From an optimization exercise on the open Yosys and OpenROAD flow, aimed at small area, a short achievable clock period and few clock cycles; shortcuts taken in it are not production practice. Function was checked by simulation only, so behaviour that the tests miss may differ from the original. Power figures rest on the tool's default switching activity, not on a simulated workload.

==> inputs of job 9519 <==
Design booth_mul, start of the top module:
module booth_mul(clk, rst, start, data_in, done, product);
  input clk, rst, start;
  input [31:0] data_in;
  output done;
  output [63:0] product;
  reg [31:0] M;              
  reg [31:0] Q;              
  reg [33:0] AS, AC;         
  reg [7:0] L1, L2;          
  reg [3:0] ONE, TWO, NEG;   
  reg        s_lm, s_lq, s_st, s_f1, s_fin, s_dn;
  reg [1:0] cnt;
  assign done = s_dn;
  assign product = {M, Q};
  wire idle = ~(s_lm | s_lq | s_st | s_fin);
  wire [8:0] nx = s_lq ? {data_in[7:0], 1'b0} : Q[15:7];
  wire nb0_2 = nx[2], nb0_1 = nx[1], nb0_0 = nx[0];
  wire nb1_2 = nx[4], nb1_1 = nx[3], nb1_0 = nx[2];
  wire nb2_2 = nx[6], nb2_1 = nx[5], nb2_0 = nx[4];
  wire nb3_2 = nx[8], nb3_1 = nx[7], nb3_0 = nx[6];
  wire [3:0] n_one = {nb3_1 ^ nb3_0, nb2_1 ^ nb2_0, nb1_1 ^ nb1_0, nb0_1 ^ nb0_0};
  wire [3:0] n_two = {(nb3_2 & ~nb3_1 & ~nb3_0) | (~nb3_2 & nb3_1 & nb3_0), (nb2_2 & ~nb2_1 & ~nb2_0) | (~nb2_2 & nb2_1 & nb2_0), (nb1_2 & ~nb1_1 & ~nb1_0) | (~nb1_2 & nb1_1 & nb1_0), (nb0_2 & ~nb0_1 & ~nb0_0) | (~nb0_2 & nb0_1 & nb0_0)};
  wire [3:0] n_neg = {nb3_2 & ~(nb3_1 & nb3_0), nb2_2 & ~(nb2_1 & nb2_0), nb1_2 & ~(nb1_1 & nb1_0), nb0_2 & ~(nb0_1 & nb0_0)};
  wire [33:0] as_i = s_f1 ? {1'b1, 33'd0} : AS;
  wire [33:0] ac_i = s_f1 ? 34'd0 : AC;
  wire [8:0] lo = s_f1 ? 9'd0 : L1 + L2;
  wire loc = lo[8];
  wire [31:0] mx = M;
  wire [32:0] x0 = {mx[31], mx} ^ {33{NEG[0]}};
  wire [33:0] pp0;
  assign pp0[32:0] = ({33{ONE[0]}} & x0) | ({33{TWO[0]}} & {x0[31:0], NEG[0]});
  assign pp0[33] = ~pp0[32];
  wire [32:0] x1 = {mx[31], mx} ^ {33{NEG[1]}};
  wire [33:0] pp1;
  assign pp1[32:0] = ({33{ONE[1]}} & x1) | ({33{TWO[1]}} & {x1[31:0], NEG[1]});
  assign pp1[33] = ~pp1[32];
  wire [32:0] x2 = {mx[31], mx} ^ {33{NEG[2]}};
  wire [33:0] pp2;
  ...
==> flow/config.mk <==
export PLATFORM = sky130hd
export DESIGN_NAME = booth_mul
export DESIGN_NICKNAME = booth_mul
export VERILOG_FILES = /design/flow/design.v
export SDC_FILE = /design/flow/constraint.sdc
export NUM_CORES = 4
export LEC_CHECK = 0
export CAP_MARGIN = 20
export CORE_MARGIN = 2
export CORE_UTILIZATION = 50
export PLACE_DENSITY = 0.7
export SETUP_SLACK_MARGIN = 2.0
export SLEW_MARGIN = 20
==> flow/constraint.sdc <==
create_clock -name core_clock -period 5.0 [get_ports {clk}]
set_input_delay 1.0000 -clock core_clock [delete_from_list [all_inputs] [get_ports {clk}]]
set_output_delay 1.0000 -clock core_clock [all_outputs]
set_load 0.01 [all_outputs]
standard.sh (not shown) runs the stock make flow with config.mk's settings and CLKGATE_MAP_FILE= SYNTH_SCRIPT=/design/flow/synth_recipe.tcl, a recipe that flattens the netlist after the stock synthesis.
==> flow/flow/run.sh <==
#!/bin/bash
# Own layout flow: the standard layout (standard.sh) with two changes:
#  - the input and output ports are buffered by sky130_fd_sc_hd__buf_1 instead
#    of the cell buffer_ports picks by default;
#  - after the standard synthesis, flow/polarity.py removes inverters around
#    the full-adder cells (a full adder is self-dual), keeping every register.
# Runs in the standard flow's work folder; each tool's output goes to a log file here.
set -euo pipefail
work=$(pwd)
res=$work/orfs/results/sky130hd/booth_mul/base
cp config.mk flow_config.mk
echo "export BUFFER_PORTS_ARGS = -buffer_cell sky130_fd_sc_hd__buf_1" >> flow_config.mk
sed "s#${work}/config.mk#${work}/flow_config.mk#g" standard.sh > flow_standard.sh
grep -q flow_config.mk flow_standard.sh
bash flow_standard.sh "$res/1_2_yosys.v" > flow_synth.log 2>&1
cp "$res/1_2_yosys.v" yosys_standard.v
python3 flow/polarity.py yosys_standard.v "$res/1_2_yosys.v" > flow_polarity.log 2>&1
touch "$res/1_2_yosys.v"
bash flow_standard.sh > flow_standard.log 2>&1
==> flow/flow/polarity.py <==
#!/usr/bin/env python3
"""Remove inverters around full-adder cells in a mapped Yosys netlist.

A full adder is self-dual: FA(~a, ~b, ~c) = (~sum, ~cout). Yosys's extract_fa
often leaves fa cells with inverters on their inputs or outputs. This pass
chooses, for each fa cell, whether to use it "flipped" (its input pins take the
complement of the logical inputs and its output nets carry the complement of
the logical outputs), so as to minimise the number of inverters, and rebuilds
the inverters: one per signal that some pin needs inverted.

usage: polarity.py IN.v OUT.v
"""
import re
import sys

INV = re.compile(r"^sky130_fd_sc_hd__(inv|clkinv)_\d+$")
FA = re.compile(r"^sky130_fd_sc_hd__fa_\d+$")
OUTPINS = {"X", "Y", "Q", "Q_N", "SUM", "COUT", "HI", "LO", "GCLK"}

src = open(sys.argv[1]).read()
m = re.search(r"^module\s+(\w+)\s*\((.*?)\);", src, re.S | re.M)
top_start = m.start()
body_start = m.end()
end = src.rindex("endmodule")
body = src[body_start:end]

decls = []
cells = []
pos = 0
cell_re = re.compile(r"\s*(sky130_fd_sc_hd__\w+)\s+(\S+)\s*\((.*?)\);", re.S)
decl_re = re.compile(r"\s*(input|output|wire|inout)\b[^;]*;", re.S)
while True:
    mm = decl_re.match(body, pos)
    if mm:
        decls.append(mm.group(0).strip())
        pos = mm.end()
        continue
    mm = cell_re.match(body, pos)
    if mm:
        pins = re.findall(r"\.(\w+)\(([^()]*)\)", mm.group(3))
        cells.append([mm.group(1), mm.group(2), [(p, n.strip()) for p, n in pins]])
        pos = mm.end()
        continue
    if body[pos:].strip() == "":
        break
    raise SystemExit("polarity.py: cannot parse netlist near: " + body[pos:pos + 200])

# output port nets
outports = set()
for d in decls:
    mo = re.match(r"output\s*(\[(\d+):(\d+)\])?\s*(\w+)\s*;", d)
    if mo:
        if mo.group(1):
            hi, lo = int(mo.group(2)), int(mo.group(3))
            for i in range(min(hi, lo), max(hi, lo) + 1):
                outports.add("%s[%d]" % (mo.group(4), i))
        else:
            outports.add(mo.group(4))

driver = {}
for idx, (typ, name, pins) in enumerate(cells):
    for p, n in pins:
        if p in OUTPINS:
            driver[n] = (idx, p)

# collapsible inverters: output not a port net
collapse = set()
for idx, (typ, name, pins) in enumerate(cells):
    if INV.match(typ):
        d = dict(pins)
        if d["Y"] not in outports:
            collapse.add(idx)


def resolve(n):
    ph = 0
    seen = 0
    while n in driver and driver[n][0] in collapse:
        n = dict(cells[driver[n][0]][2])["A"]
        ph ^= 1
        seen += 1
        if seen > 100:
            raise SystemExit("inverter loop")
    return n, ph


fa_cells = [i for i, c in enumerate(cells) if FA.match(c[0])]
# fa cells driving a port net directly are not flipped
fixed = set()
for i in fa_cells:
    for p, n in cells[i][2]:
        if p in OUTPINS and n in outports:
            fixed.add(i)

# sinks: (cell idx, pin) -> (base, phase); every input pin of a kept cell
sinks = []
for idx, (typ, name, pins) in enumerate(cells):
    if idx in collapse:
        continue
    for k, (p, n) in enumerate(pins):
        if p in OUTPINS:
            continue
        if re.match(r"^\d+'", n) or n == "":
            continue
        b, ph = resolve(n)
        sinks.append([idx, k, b, ph])

fa_out = {}
for i in fa_cells:
    for p, n in cells[i][2]:
        if p in OUTPINS:
            fa_out[n] = i

flip = set()
by_base = {}
for s in sinks:
    by_base.setdefault(s[2], []).append(s)
by_cell = {}
for s in sinks:
    by_cell.setdefault(s[0], []).append(s)


def need(s):
    """physical phase sink s needs from its base net"""
    ph = s[3]
    if s[0] in flip:
        ph ^= 1
    if s[2] in fa_out and fa_out[s[2]] in flip:
        ph ^= 1
    return ph


def cost_bases(bases):
    return sum(1 for b in bases if any(need(s) for s in by_base.get(b, [])))


def affected(i):
    bs = set(s[2] for s in by_cell.get(i, []))
    for p, n in cells[i][2]:
        if p in OUTPINS:
            bs.add(n)
    return bs


before = cost_bases(by_base.keys())
changed = True
rounds = 0
while changed and rounds < 50:
    changed = False
    rounds += 1
    for i in fa_cells:
        if i in fixed:
            continue
        bs = affected(i)
        c0 = cost_bases(bs)
        flip.symmetric_difference_update({i})
        c1 = cost_bases(bs)
        if c1 < c0:
            changed = True
        else:
            flip.symmetric_difference_update({i})
after = cost_bases(by_base.keys())

# rebuild: inverted copy of each base that needs one
invnet = {}
# reuse an existing collapsed inverter output net that carries ~base
for idx in collapse:
    d = dict(cells[idx][2])
    b, ph = resolve(d["Y"])
    if ph == 1 and b not in invnet:
        invnet[b] = d["Y"]
newwires = []
newcells = []
cnt = 0
for b, ss in by_base.items():
    if any(need(s) for s in ss):
        if b not in invnet:
            cnt += 1
            w = "_polw%d_" % cnt
            invnet[b] = w
            newwires.append(w)
for s in sinks:
    idx, k, b, ph = s
    p, n = cells[idx][2][k]
    cells[idx][2][k] = (p, invnet[b] if need(s) else b)
k = 0
for b, ss in by_base.items():
    if any(need(s) for s in ss):
        k += 1
        newcells.append(("sky130_fd_sc_hd__inv_1", "_polinv%d_" % k, [("A", b), ("Y", invnet[b])]))

def nm(n):
    return n + " " if n.startswith("\\") else n


out = [src[:body_start]]
for d in decls:
    out.append("  " + d)
for w in newwires:
    out.append("  wire %s;" % w)
for idx, (typ, name, pins) in enumerate(cells):
    if idx in collapse:
        continue
    out.append("  %s %s (\n%s\n  );" % (typ, name, ",\n".join("    .%s(%s)" % (p, nm(n)) for p, n in pins)))
for typ, name, pins in newcells:
    out.append("  %s %s (\n%s\n  );" % (typ, name, ",\n".join("    .%s(%s)" % (p, nm(n)) for p, n in pins)))
out.append("endmodule\n")
open(sys.argv[2], "w").write("\n".join(out))
print("polarity.py: %d fa cells, %d flipped; inverters %d -> %d (collapsed %d)" %
      (len(fa_cells), len(flip), len(collapse), after, len(collapse)))
==> job 3399: changes against job 9519 <==
==> flow/flow/run.sh (replaced) <==
#!/bin/bash
# Own layout flow: the standard layout (standard.sh) with three changes:
#  - synthesis: the same script (synth_recipe.tcl), except that Yosys's synth
#    runs its fine stage without its quick "abc -fast" mapping, so that the
#    full adders of the carry-save tree reach ORFS's extract_fa step intact;
#    ORFS's own abc mapping afterwards is unchanged. Registers, their names and
#    cells are those of the standard synthesis.
#  - after synthesis, flow/polarity.py removes inverters around the full-adder
#    cells (a full adder is self-dual);
#  - the input and output ports are buffered by sky130_fd_sc_hd__buf_1.
# Runs in the standard flow's work folder; each tool's output goes to a log file here.
set -euo pipefail
work=$(pwd)
res=$work/orfs/results/sky130hd/booth_mul/base
cp config.mk flow_config.mk
echo "export BUFFER_PORTS_ARGS = -buffer_cell sky130_fd_sc_hd__buf_1" >> flow_config.mk
sed 's#^proc synth {args} { yosys synth -nofsm -noshare {\*}\$args }#proc synth {args} { if {[lsearch -exact $args fine:] >= 0} { yosys synth -nofsm -noshare -noabc {*}$args } else { yosys synth -nofsm -noshare {*}$args } }#' synth_recipe.tcl > flow_synth.tcl
grep -q -- "-noabc" flow_synth.tcl
sed "s#${work}/config.mk#${work}/flow_config.mk#g; s#${work}/synth_recipe.tcl#${work}/flow_synth.tcl#g" standard.sh > flow_standard.sh
grep -q flow_config.mk flow_standard.sh
grep -q flow_synth.tcl flow_standard.sh
bash flow_standard.sh "$res/1_2_yosys.v" > flow_synth.log 2>&1
cp "$res/1_2_yosys.v" yosys_synth.v
python3 flow/polarity.py yosys_synth.v "$res/1_2_yosys.v" > flow_polarity.log 2>&1
touch "$res/1_2_yosys.v"
bash flow_standard.sh > flow_standard.log 2>&1
--- a/flow/flow/polarity.py
+++ b/flow/flow/polarity.py
@@ -138,31 +138,49 @@
     bs = set(s[2] for s in by_cell.get(i, []))
     for p, n in cells[i][2]:
         if p in OUTPINS:
             bs.add(n)
     return bs
 
 
-before = cost_bases(by_base.keys())
-changed = True
-rounds = 0
-while changed and rounds < 50:
-    changed = False
-    rounds += 1
-    for i in fa_cells:
-        if i in fixed:
-            continue
-        bs = affected(i)
-        c0 = cost_bases(bs)
-        flip.symmetric_difference_update({i})
-        c1 = cost_bases(bs)
-        if c1 < c0:
-            changed = True
-        else:
+import random
+
+
+def descend():
+    changed = True
+    rounds = 0
+    while changed and rounds < 50:
+        changed = False
+        rounds += 1
+        for i in fa_cells:
+            if i in fixed:
+                continue
+            bs = affected(i)
+            c0 = cost_bases(bs)
             flip.symmetric_difference_update({i})
+            c1 = cost_bases(bs)
+            if c1 < c0:
+                changed = True
+            else:
+                flip.symmetric_difference_update({i})
+
+
+rng = random.Random(1)
+free = [i for i in fa_cells if i not in fixed]
+descend()
+best = (cost_bases(by_base.keys()), set(flip))
+for trial in range(60):
+    flip.clear()
+    flip.update(i for i in free if rng.random() < 0.5)
+    descend()
+    c = cost_bases(by_base.keys())
+    if c < best[0]:
+        best = (c, set(flip))
+flip.clear()
+flip.update(best[1])
 after = cost_bases(by_base.keys())
 
 # rebuild: inverted copy of each base that needs one
 invnet = {}
 # reuse an existing collapsed inverter output net that carries ~base
 for idx in collapse:
     d = dict(cells[idx][2])
Settings changed: CTS_BUF_LIST from default to sky130_fd_sc_hd__clkbuf_8.
==> job 6756: changes against job 9519 <==
--- a/flow/design.v
+++ b/flow/design.v
@@ -4,32 +4,34 @@
   output done;
   output [63:0] product;
   reg [31:0] M;              
   reg [31:0] Q;              
   reg [33:0] AS, AC;         
   reg [7:0] L1, L2;          
   reg [3:0] ONE, TWO, NEG;   
-  reg        s_lm, s_lq, s_st, s_f1, s_fin, s_dn;
-  reg [1:0] cnt;
+  reg        s_lm, s_lq, s_fin, s_dn;
+  reg [3:0] st;             
   assign done = s_dn;
   assign product = {M, Q};
+  wire s_st = |st;
   wire idle = ~(s_lm | s_lq | s_st | s_fin);
-  wire [8:0] nx = s_lq ? {data_in[7:0], 1'b0} : Q[15:7];
+  reg g;
+  wire [8:0] nx = s_lm ? {data_in[7:0], 1'b0} : Q[15:7];
   wire nb0_2 = nx[2], nb0_1 = nx[1], nb0_0 = nx[0];
   wire nb1_2 = nx[4], nb1_1 = nx[3], nb1_0 = nx[2];
   wire nb2_2 = nx[6], nb2_1 = nx[5], nb2_0 = nx[4];
   wire nb3_2 = nx[8], nb3_1 = nx[7], nb3_0 = nx[6];
   wire [3:0] n_one = {nb3_1 ^ nb3_0, nb2_1 ^ nb2_0, nb1_1 ^ nb1_0, nb0_1 ^ nb0_0};
   wire [3:0] n_two = {(nb3_2 & ~nb3_1 & ~nb3_0) | (~nb3_2 & nb3_1 & nb3_0), (nb2_2 & ~nb2_1 & ~nb2_0) | (~nb2_2 & nb2_1 & nb2_0), (nb1_2 & ~nb1_1 & ~nb1_0) | (~nb1_2 & nb1_1 & nb1_0), (nb0_2 & ~nb0_1 & ~nb0_0) | (~nb0_2 & nb0_1 & nb0_0)};
   wire [3:0] n_neg = {nb3_2 & ~(nb3_1 & nb3_0), nb2_2 & ~(nb2_1 & nb2_0), nb1_2 & ~(nb1_1 & nb1_0), nb0_2 & ~(nb0_1 & nb0_0)};
-  wire [33:0] as_i = s_f1 ? {1'b1, 33'd0} : AS;
-  wire [33:0] ac_i = s_f1 ? 34'd0 : AC;
-  wire [8:0] lo = s_f1 ? 9'd0 : L1 + L2;
+  wire [33:0] as_i = g ? {1'b1, 33'd0} : AS;
+  wire [33:0] ac_i = g ? 34'd0 : AC;
+  wire [8:0] lo = g ? 9'd0 : L1 + L2;
   wire loc = lo[8];
-  wire [31:0] mx = M;
+  wire [31:0] mx = st[0] ? data_in : M;
   wire [32:0] x0 = {mx[31], mx} ^ {33{NEG[0]}};
   wire [33:0] pp0;
   assign pp0[32:0] = ({33{ONE[0]}} & x0) | ({33{TWO[0]}} & {x0[31:0], NEG[0]});
   assign pp0[33] = ~pp0[32];
   wire [32:0] x1 = {mx[31], mx} ^ {33{NEG[1]}};
   wire [33:0] pp1;
   assign pp1[32:0] = ({33{ONE[1]}} & x1) | ({33{TWO[1]}} & {x1[31:0], NEG[1]});
@@ -379,40 +381,36 @@
   wire [7:0] t_l2 = {s269, s267, s265, s263, s261, s259, s257, s255};
   wire [33:0] t_h1 = {1'b0, 1'b1, pp3[33], s331, s329, s327, k324, k322, k320, k318, k316, k314, k312, k310, k308, k306, k304, k302, k300, k298, k296, k294, k292, k290, k288, k286, k284, k282, k280, k278, k276, k274, k272, k270};
   wire [33:0] t_h2 = {1'b0, 1'b0, k332, k330, k328, k326, s325, s323, s321, s319, s317, s315, s313, s311, s309, s307, s305, s303, s301, s299, s297, s295, s293, s291, s289, s287, s285, s283, s281, s279, s277, s275, s273, s271};
   wire [39:0] fsum;
   fadd u_fadd(.x({AS[31:0], L1}), .y({AC[31:0], L2}), .s(fsum));
   always @(posedge clk) begin
     if (rst) begin
-      s_lm <= 1'b0; s_lq <= 1'b0; s_st <= 1'b0; s_f1 <= 1'b0; s_fin <= 1'b0; s_dn <= 1'b0;
+      s_lm <= 1'b0; s_lq <= 1'b0; st <= 4'd0; s_fin <= 1'b0; s_dn <= 1'b0; g <= 1'b1;
     end else begin
       s_lm <= idle & start;
-      s_lq <= s_lm;
-      s_st <= s_lq | (s_st & (cnt != 2'd3));
-      s_f1 <= s_lq;
-      s_fin <= s_st & (cnt == 2'd3);
+      s_lq <= 1'b0;
+      st <= {st[2:0], s_lm};
+      s_fin <= st[3];
+      g <= ~s_st;
       if (idle & start) s_dn <= 1'b0;
       else if (s_fin) s_dn <= 1'b1;
     end
   end
   always @(posedge clk) begin
-    if (s_lq) cnt <= 2'd0;
-    else if (s_st) cnt <= cnt + 2'd1;
-  end
-  always @(posedge clk) begin
     ONE <= n_one; TWO <= n_two; NEG <= n_neg;
     AS <= t_h1; AC <= t_h2;
     L1 <= t_l1; L2 <= t_l2;
   end
   always @(posedge clk) begin
-    if (s_lm) M <= data_in;
+    if (s_st) M <= mx;
     else if (s_fin) M <= fsum[39:8];
   end
   always @(posedge clk) begin
-    if (s_lq) Q <= data_in;
+    if (s_lm) Q <= data_in;
     else if (s_st | s_fin) Q <= {lo[7:0], Q[31:8]};
   end
 endmodule
 module fadd_p(input [39:0] x, y, input cin, output [40:0] s);
   wire [39:0] g0 = x & y;
   wire [39:0] p0 = x ^ y;
   wire G1 = g0[0] | (p0[0] & cin);
==> flow/flow/run.sh (replaced) <==
#!/bin/bash
# Own layout flow: the standard layout (standard.sh) with three changes:
#  - synthesis: the same script (synth_recipe.tcl), except that Yosys's synth
#    runs its fine stage without its quick "abc -fast" mapping, so that the
#    full adders of the carry-save tree reach ORFS's extract_fa step intact;
#    ORFS's own abc mapping afterwards is unchanged. Registers, their names and
#    cells are those of the standard synthesis.
#  - after synthesis, flow/polarity.py removes inverters around the full-adder
#    cells (a full adder is self-dual);
#  - the input and output ports are buffered by sky130_fd_sc_hd__buf_1.
# Runs in the standard flow's work folder; each tool's output goes to a log file here.
set -euo pipefail
work=$(pwd)
res=$work/orfs/results/sky130hd/booth_mul/base
cp config.mk flow_config.mk
echo "export BUFFER_PORTS_ARGS = -buffer_cell sky130_fd_sc_hd__buf_1" >> flow_config.mk
sed 's#^proc synth {args} { yosys synth -nofsm -noshare {\*}\$args }#proc synth {args} { if {[lsearch -exact $args fine:] >= 0} { yosys synth -nofsm -noshare -noabc {*}$args } else { yosys synth -nofsm -noshare {*}$args } }#' synth_recipe.tcl > flow_synth.tcl
grep -q -- "-noabc" flow_synth.tcl
sed "s#${work}/config.mk#${work}/flow_config.mk#g; s#${work}/synth_recipe.tcl#${work}/flow_synth.tcl#g" standard.sh > flow_standard.sh
grep -q flow_config.mk flow_standard.sh
grep -q flow_synth.tcl flow_standard.sh
bash flow_standard.sh "$res/1_2_yosys.v" > flow_synth.log 2>&1
cp "$res/1_2_yosys.v" yosys_synth.v
python3 flow/polarity.py yosys_synth.v "$res/1_2_yosys.v" > flow_polarity.log 2>&1
touch "$res/1_2_yosys.v"
bash flow_standard.sh > flow_standard.log 2>&1
--- a/flow/flow/polarity.py
+++ b/flow/flow/polarity.py
@@ -138,31 +138,49 @@
     bs = set(s[2] for s in by_cell.get(i, []))
     for p, n in cells[i][2]:
         if p in OUTPINS:
             bs.add(n)
     return bs
 
 
-before = cost_bases(by_base.keys())
-changed = True
-rounds = 0
-while changed and rounds < 50:
-    changed = False
-    rounds += 1
-    for i in fa_cells:
-        if i in fixed:
-            continue
-        bs = affected(i)
-        c0 = cost_bases(bs)
-        flip.symmetric_difference_update({i})
-        c1 = cost_bases(bs)
-        if c1 < c0:
-            changed = True
-        else:
+import random
+
+
+def descend():
+    changed = True
+    rounds = 0
+    while changed and rounds < 50:
+        changed = False
+        rounds += 1
+        for i in fa_cells:
+            if i in fixed:
+                continue
+            bs = affected(i)
+            c0 = cost_bases(bs)
             flip.symmetric_difference_update({i})
+            c1 = cost_bases(bs)
+            if c1 < c0:
+                changed = True
+            else:
+                flip.symmetric_difference_update({i})
+
+
+rng = random.Random(1)
+free = [i for i in fa_cells if i not in fixed]
+descend()
+best = (cost_bases(by_base.keys()), set(flip))
+for trial in range(60):
+    flip.clear()
+    flip.update(i for i in free if rng.random() < 0.5)
+    descend()
+    c = cost_bases(by_base.keys())
+    if c < best[0]:
+        best = (c, set(flip))
+flip.clear()
+flip.update(best[1])
 after = cost_bases(by_base.keys())
 
 # rebuild: inverted copy of each base that needs one
 invnet = {}
 # reuse an existing collapsed inverter output net that carries ~base
 for idx in collapse:
     d = dict(cells[idx][2])
Settings changed: CORE_UTILIZATION 50 to 40, PLACE_DENSITY 0.7 to 0.6, SETUP_SLACK_MARGIN 2.0 to 1.9.
==> job 6058: changes against job 9519 <==
==> flow/flow/run.sh (replaced) <==
#!/bin/bash
# Own layout flow: the standard layout (standard.sh) with two changes:
#  - the input and output ports are buffered by sky130_fd_sc_hd__buf_2 instead
#    of the cell buffer_ports picks by default;
#  - after the standard synthesis, flow/polarity.py removes inverters around
#    the full-adder cells (a full adder is self-dual), keeping every register.
# Runs in the standard flow's work folder; each tool's output goes to a log file here.
set -euo pipefail
work=$(pwd)
res=$work/orfs/results/sky130hd/booth_mul/base
cp config.mk flow_config.mk
echo "export BUFFER_PORTS_ARGS = -buffer_cell sky130_fd_sc_hd__buf_2" >> flow_config.mk
sed "s#${work}/config.mk#${work}/flow_config.mk#g" standard.sh > flow_standard.sh
grep -q flow_config.mk flow_standard.sh
bash flow_standard.sh "$res/1_2_yosys.v" > flow_synth.log 2>&1
cp "$res/1_2_yosys.v" yosys_standard.v
python3 flow/polarity.py yosys_standard.v "$res/1_2_yosys.v" > flow_polarity.log 2>&1
touch "$res/1_2_yosys.v"
bash flow_standard.sh > flow_standard.log 2>&1
==> results.txt <==
- Job 6756 went through all stages and came out clean. Job 3399 ran to the end with no violations. Job 9519 finished clean. Job 6058 passed the timing, design-rule and antenna checks.
- Against job 9519, the design area of job 6058 is higher by 1.0%.
- The highest via count belongs to job 6058, the lowest to job 3399.
- Clock power: job 6756 is smaller than job 6058 (about 9%).
- The highest core utilization belongs to job 3399, the lowest to job 6756.
- Worst setup slack, lowest first: job 3399, job 6756, job 9519, job 6058.
- In sequential share of layout area, job 6058 and job 6756 hardly differ.
- Maximum frequency: job 6058 > job 9519 > job 6756 > job 3399.
- In job 9519 the synthesized cell count is larger than in job 3399, by 23%.
- Against job 3399, the critical path depth of job 6058 is lower by 6.
- Cell count: job 9519 > job 6058 > job 6756 > job 3399.
- Total power: job 6756 < job 3399 < job 6058 < job 9519.
Testbench counts of job 9519, summed over its fixed seeds: cycles 12,800.
Testbench counts of job 3399, summed over its fixed seeds: cycles 12,800.
Testbench counts of job 6756, summed over its fixed seeds: cycles 11,200.
Testbench counts of job 6058, summed over its fixed seeds: cycles 12,800.

## re-timing with driven ports
How much do the figures lean on ideal ports? The routed layouts below were timed once more, with nothing changed but the port constraints.
Step 1 assumes that a clkbuf_16 drives the clock port and a buf_2 every other input.
Step 2 times the ports against the registers' clock, not the clock port: input delays grow and output delays shrink by t, the midpoint of the rising clock arrivals with the driver on.
a / b / c = no drivers / after step 1 / after step 2; a / b = the first two.
run | shift t [ns] | setup WS [ns] | clock arrival spread, ns | slew at the worst register clock pin (ns) | cell pins on the clock port's net
job 9519 | 0.500 | 2.052 / 2.052 / 2.052 | 0.010 / 0.009 | 0.08 / 0.08 | 1
job 3399 | 0.519 | 1.747 / 1.747 / 1.747 | 0.026 / 0.026 | 0.12 / 0.12 | 1
job 6756 | 0.481 | 1.889 / 1.914 / 1.433 | 0.018 / 0.018 | 0.07 / 0.07 | 1
job 6058 | 0.495 | 2.056 / 2.056 / 2.056 | 0.012 / 0.012 | 0.08 / 0.08 | 1
After both steps every run listed still meets setup and hold. The setup slack of job 6756, which loses most, moves by +0.025 ns with the drivers and by -0.456 ns with both steps.
